Context: an optimization exercise on an open-source flow, tuned for small area, a short achievable clock period and few clock cycles per item. The choices shown serve that exercise and are no tape-out recipe.
The RTL was checked by simulation tests, not by an equivalence proof against the original design.

Setup of trial 68:
==> flow/design.v <==
`timescale 1ns / 1ps
module ksadd #(parameter W = 32, parameter L = 5) (   
	input [W-1:0] a,
	input [W-1:0] b,
	input ci,
	output [W-1:0] s,
	output co
	);
wire [W-1:0] p0 = a ^ b;
wire [W-1:0] g [0:L];
wire [W-1:0] p [0:L];
assign g[0] = (a & b) | {{(W-1){1'b0}}, p0[0] & ci};
assign p[0] = p0;
genvar l, i;
generate
	for (l = 0; l < L; l = l + 1) begin : lvl
		for (i = 0; i < W; i = i + 1) begin : bit_
			if (i >= (1 << l)) begin : m
				assign g[l+1][i] = g[l][i] | (p[l][i] & g[l][i-(1<<l)]);
				assign p[l+1][i] = p[l][i] & p[l][i-(1<<l)];
			end else begin : c
				assign g[l+1][i] = g[l][i];
				assign p[l+1][i] = p[l][i];
			end
		end
	end
endgenerate
wire [W:0] c = {g[L], ci};
assign s = p0 ^ c[W-1:0];
assign co = c[W];
endmodule
`timescale 1ns / 1ps
module register_bank(
	input clock,
	input we,
	input [4:0] wa,
	input [31:0] wd,
	input [31:1] sa,      
	input [4:0] rb,
	output reg [31:0] qa,
	output reg [31:0] qb
	);
reg [31:0] r [1:31];
genvar g;
generate
	for (g = 1; g < 32; g = g + 1) begin : wr
		always @(posedge clock)
			if (we && wa == g)
				r[g] <= wd;
	end
endgenerate
integer i;
always @* begin
	qa = 32'b0;
	qb = 32'b0;
	for (i = 1; i < 32; i = i + 1) begin
		qa = qa | ({32{sa[i]}} & r[i]);
		qb = qb | ({32{rb == i}} & r[i]);
	end
end
endmodule
`timescale 1ns / 1ps
module alu(
	input [31:0] a,
	input [31:0] bx,
	input sub,
	input sel_add,
	input sel_logic,
	input sel_shift,
	input sel_slt,
	input [1:0] lop,
	input sltu,
	input sleft,
	input sarith,
	input sfull,
	output [31:0] y
	);
wire [31:0] sum;
wire cout;
ksadd #(32) add (.a(a), .b(bx), .ci(sub), .s(sum), .co(cout));
wire [32:0] s33 = {cout, sum};
wire b31 = bx[31] ^ sub;
wire lt = sltu ? ~s33[32] : ((a[31] ^ b31) ? a[31] : s33[31]);
reg [31:0] lg;
always @* begin
	case (lop)
		2'b00: lg = a & bx;
		2'b01: lg = a | bx;
		2'b10: lg = a ^ bx;
		default: lg = ~(a | bx);
	endcase
end
wire fill = sarith & a[31];
wire big = sfull & (|bx[31:5]);
reg [31:0] xin, xrev;
integer k;
always @* begin
	for (k = 0; k < 32; k = k + 1)
		xin[k] = sleft ? a[31-k] : a[k];
end
wire [63:0] xs = {{32{fill}}, xin} >> bx[4:0];
always @* begin
	for (k = 0; k < 32; k = k + 1)
		xrev[k] = xs[31-k];
end
wire shr = sel_shift & ~sleft & ~big;
wire shl = sel_shift & sleft & ~big;
wire shf = sel_shift & big & fill;
assign y = ({32{sel_add}} & sum)
         | ({32{sel_logic}} & lg)
         | ({32{shr}} & xs[31:0])
         | ({32{shl}} & xrev)
         | {32{shf}}
         | {31'b0, sel_slt & lt};
endmodule
`timescale 1ns / 1ps
module MIPS_DLX(
	input clock,
	input reset,
	output [9:0] imem_addr,
	input [31:0] imem_data,
	output [9:0] dmem_addr,
	output [31:0] dmem_wdata,
	output dmem_we,
	input [31:0] dmem_rdata
	);
reg [9:0]  pc;
reg        d_v;             
reg [31:0] d_ir;
reg [31:1] d_sa;            
reg        d_bpa, d_bpb;    
reg        d_wen;           
reg [4:0]  d_wa;
reg        d_pt;            
reg [9:0]  d_alt;           
reg        e_wen;
reg [4:0]  e_wa;
reg        e_load, e_store, e_br, e_bne, e_pt;
reg [9:0]  e_alt;
reg [9:0]  e_addr;          
reg [31:0] e_a;             
reg [31:0] e_b;             
reg        e_sub, e_sadd, e_slog, e_ssh, e_sslt, e_sltu, e_sleft, e_sarith, e_sfull;
reg [1:0]  e_lop;
wire [31:0] alu_y;
alu ALU (
	.a(e_a), .bx(e_b),
	.sub(e_sub), .sel_add(e_sadd), .sel_logic(e_slog), .sel_shift(e_ssh), .sel_slt(e_sslt),
	.lop(e_lop), .sltu(e_sltu), .sleft(e_sleft), .sarith(e_sarith), .sfull(e_sfull),
	.y(alu_y)
	);
assign dmem_addr  = e_addr;
assign dmem_wdata = e_b;
assign dmem_we    = e_store;
wire [31:0] e_res = alu_y | (dmem_rdata & {32{e_load}});
wire e_taken = e_bne ^ (e_a == e_b);
wire mispredict = e_br & (e_taken ^ e_pt);
wire [5:0] op = d_ir[31:26];
wire [5:0] fn = d_ir[5:0];
wire d_rtype = ~op[5] & ~op[3] & ~op[2] & ~op[1];
wire d_br    = ~op[5] & ~op[3] &  op[2];
wire d_immal = ~op[5] &  op[3];
wire d_load  =  op[5] & ~op[3];
wire d_store =  op[5] &  op[3];
wire [31:0] rf_a, rf_b;
register_bank RF (
	.clock(clock),
	.we(e_wen), .wa(e_wa), .wd(e_res),
	.sa(d_sa), .rb(d_ir[20:16]),
	.qa(rf_a), .qb(rf_b)
	);
wire byp_a = d_bpa & e_wen;
wire byp_b = d_bpb & e_wen;
wire stall = d_v & op[5] & byp_a;
wire go = d_v & ~stall & ~mispredict;
wire [31:0] d_a = ({32{byp_a}} & e_res) | ({32{~byp_a}} & rf_a);
wire d_useimm = d_immal | d_load;
wire d_sext = ~(d_immal & op[2]);
wire d_sub = d_rtype ? (fn[5] & fn[1] & (fn[3] | ~fn[2])) : (d_immal & ~op[2] & op[1]);
wire [31:0] d_imm = {{16{d_sext & d_ir[15]}}, d_ir[15:0]};
wire bpb_n = byp_b & ~d_useimm & ~d_sub;
wire bpb_i = byp_b & ~d_useimm & d_sub;
wire [31:0] d_b0 = ((d_useimm ? d_imm : rf_b) ^ {32{d_sub}}) & {32{~(byp_b & ~d_useimm)}};
wire [31:0] d_b = ({32{bpb_n}} & e_res) | ({32{bpb_i}} & ~e_res) | d_b0;
wire [9:0] d_addr;
ksadd #(10, 4) add_ad (.a(rf_a[9:0]), .b(d_ir[9:0]), .ci(1'b0), .s(d_addr), .co());
always @(posedge clock) begin
	if (reset) begin
		e_wen   <= 1'b0;
		e_load  <= 1'b0;
		e_store <= 1'b0;
		e_br    <= 1'b0;
	end else begin
		e_wen   <= go & d_wen;
		e_load  <= go & d_load;
		e_store <= go & d_store;
		e_br    <= go & d_br;
	end
end
always @(posedge clock) begin
	e_wa     <= d_wa;
	e_bne    <= op[0];
	e_pt     <= d_pt;
	e_alt    <= d_alt;
	e_addr   <= d_addr;
	e_a      <= d_a;
	e_b      <= d_b;
	e_sub    <= d_sub;
	e_sadd   <= d_rtype ? (fn[5] & ~fn[3] & ~fn[2]) : (d_immal & ~op[2] & ~op[1]);
	e_slog   <= d_rtype ? (fn[5] & ~fn[3] & fn[2]) : (d_immal & op[2]);
	e_ssh    <= d_rtype & ~fn[5];
	e_sslt   <= d_rtype ? (fn[5] & fn[3]) : (d_immal & ~op[2] & op[1]);
	e_lop    <= d_rtype ? fn[1:0] : op[1:0];
	e_sltu   <= d_rtype & fn[0];
	e_sleft  <= ~fn[1];
	e_sarith <= fn[0];
	e_sfull  <= ~fn[2];
end
assign imem_addr = pc;
wire [31:0] ins = imem_data;
wire [5:0] f_op = ins[31:26];
wire [4:0] f_rs = ins[25:21];
wire [4:0] f_rt = ins[20:16];
wire [4:0] f_rd = ins[15:11];
wire f_rtype = ~f_op[5] & ~f_op[3] & ~f_op[2] & ~f_op[1];
wire f_j     = ~f_op[5] & ~f_op[3] & ~f_op[2] &  f_op[1];
wire f_br    = ~f_op[5] & ~f_op[3] &  f_op[2];
wire f_writes = f_rtype | (~f_op[5] & f_op[3]) | (f_op[5] & ~f_op[3]);
wire [4:0] f_wa = f_rtype ? f_rd : f_rt;
wire f_wen = f_writes & (f_wa != 5'd0);
wire [9:0] pc_inc = pc + 10'd1;
wire [9:0] pc_br;
ksadd #(10, 4) add_br (.a(pc), .b(ins[9:0]), .ci(1'b0), .s(pc_br), .co());
wire f_pt = ins[9] | (f_op[0] ^ (f_rs == f_rt));
reg [31:1] f_sa;
integer k;
always @* begin
	for (k = 1; k < 32; k = k + 1)
		f_sa[k] = (f_rs == k);
end
reg [9:0] pc_next;
always @* begin
	if (mispredict)            pc_next = e_alt;
	else if (stall)            pc_next = pc;
	else if (f_j)              pc_next = ins[9:0];
	else if (f_br & f_pt)      pc_next = pc_br;
	else                       pc_next = pc_inc;
end
always @(posedge clock) begin
	if (reset) begin
		pc  <= 10'd0;
		d_v <= 1'b0;
	end else begin
		pc <= pc_next;
		if (mispredict)
			d_v <= 1'b0;
		else if (!stall)
			d_v <= 1'b1;
	end
end
always @(posedge clock) begin
	if (!stall) begin
		d_ir  <= ins;
		d_sa  <= f_sa;
		d_bpa <= d_v & d_wen & (d_wa == f_rs);
		d_bpb <= d_v & d_wen & (d_wa == f_rt);
		d_wen <= f_wen;
		d_wa  <= f_wa;
		d_pt  <= f_pt;
		d_alt <= f_pt ? pc_inc : pc_br;
	end
end
endmodule
Settings: LEC_CHECK=0, CAP_MARGIN=20, CORE_MARGIN=2, CORE_UTILIZATION=40, CTS_CLUSTER_DIAMETER=100, CTS_CLUSTER_SIZE=20, SETUP_SLACK_MARGIN=5, SLEW_MARGIN=20; clock period 9.0 ns.
run.sh (not shown) runs the stock make flow with config.mk's settings and CLKGATE_MAP_FILE= SYNTH_SCRIPT=/design/flow/synth_recipe.tcl, a recipe that flattens the netlist after the stock synthesis.
Testbench counts of trial 68, summed over its fixed seeds: cycles 134,075, instrs 122,234.
Relative to trial 68, the following input files were edited for build 1:
==> flow/flow/run.sh (new file) <==
#!/bin/bash
set -euo pipefail
cd "$(dirname "$0")/.."
bash standard.sh ADDER_MAP_FILE= SETUP_SLACK_MARGIN=5.4 finish > orfs_make.log 2>&1
==> flow/standard.sh (new file) <==
#!/bin/bash
# synth_recipe.tcl (not shown) runs the flow's synth.tcl, then flattens the netlist and writes it again
# the make line also repeats each setting of config.mk as NAME=value (left out here)
make -C /OpenROAD-flow-scripts/flow DESIGN_CONFIG=/design/flow/config.mk WORK_HOME=/design/flow/orfs CLKGATE_MAP_FILE= SYNTH_SCRIPT=/design/flow/synth_recipe.tcl "${@:-finish}"
removed: flow/run.sh
- The met3 layer wire length in the routed design of build 1 exceeds that of trial 68 by 1.3%.
- Sort build 1 and trial 68 by peak clock frequency supported by timing, descending, and build 1 comes first.
- For build 1, the source of the critical timing path was e_b[0], unlike trial 68, where it was e_sleft.
- Compared with trial 68, build 1 degrades final total power.

-- static timing again, ports no longer ideal --
The flow's constraints put no driver on any port. The routed layouts listed below were extracted and timed again, unchanged, in two steps.
Step 1 (the two cells are an assumption about what drives the block):
set clk [get_ports {clock}]
set_driving_cell -lib_cell sky130_fd_sc_hd__clkbuf_16 $clk
set_driving_cell -lib_cell sky130_fd_sc_hd__buf_2 [delete_from_list [all_inputs] $clk]
Step 2 adds t to the input delays and takes it off the output delays; t is the mean of the earliest and latest rising clock arrival at the registers after step 1. Input paths then give back, and output paths get back, about the clock's delay inside the block.
a / b / c = no drivers / after step 1 / after step 2; a / b = the first two.
run | shift t [ns] | slack for setup (ns) | hold WS [ns] | worst setup path after step 2 | slew at the worst register clock pin (ns)
trial 68 | 0.777 | 4.922 / 4.922 / 4.383 | 0.345 / 0.345 / 0.345 | input to register | 0.10 / 0.10
build 1 | 0.767 | 5.330 / 5.330 / 4.779 | 0.340 / 0.340 / 0.340 | input to register | 0.10 / 0.10
After both steps setup and hold are still met in every run listed. The setup slack of build 1, which loses most, moves by 0.000 ns with the drivers and by -0.551 ns with both steps.
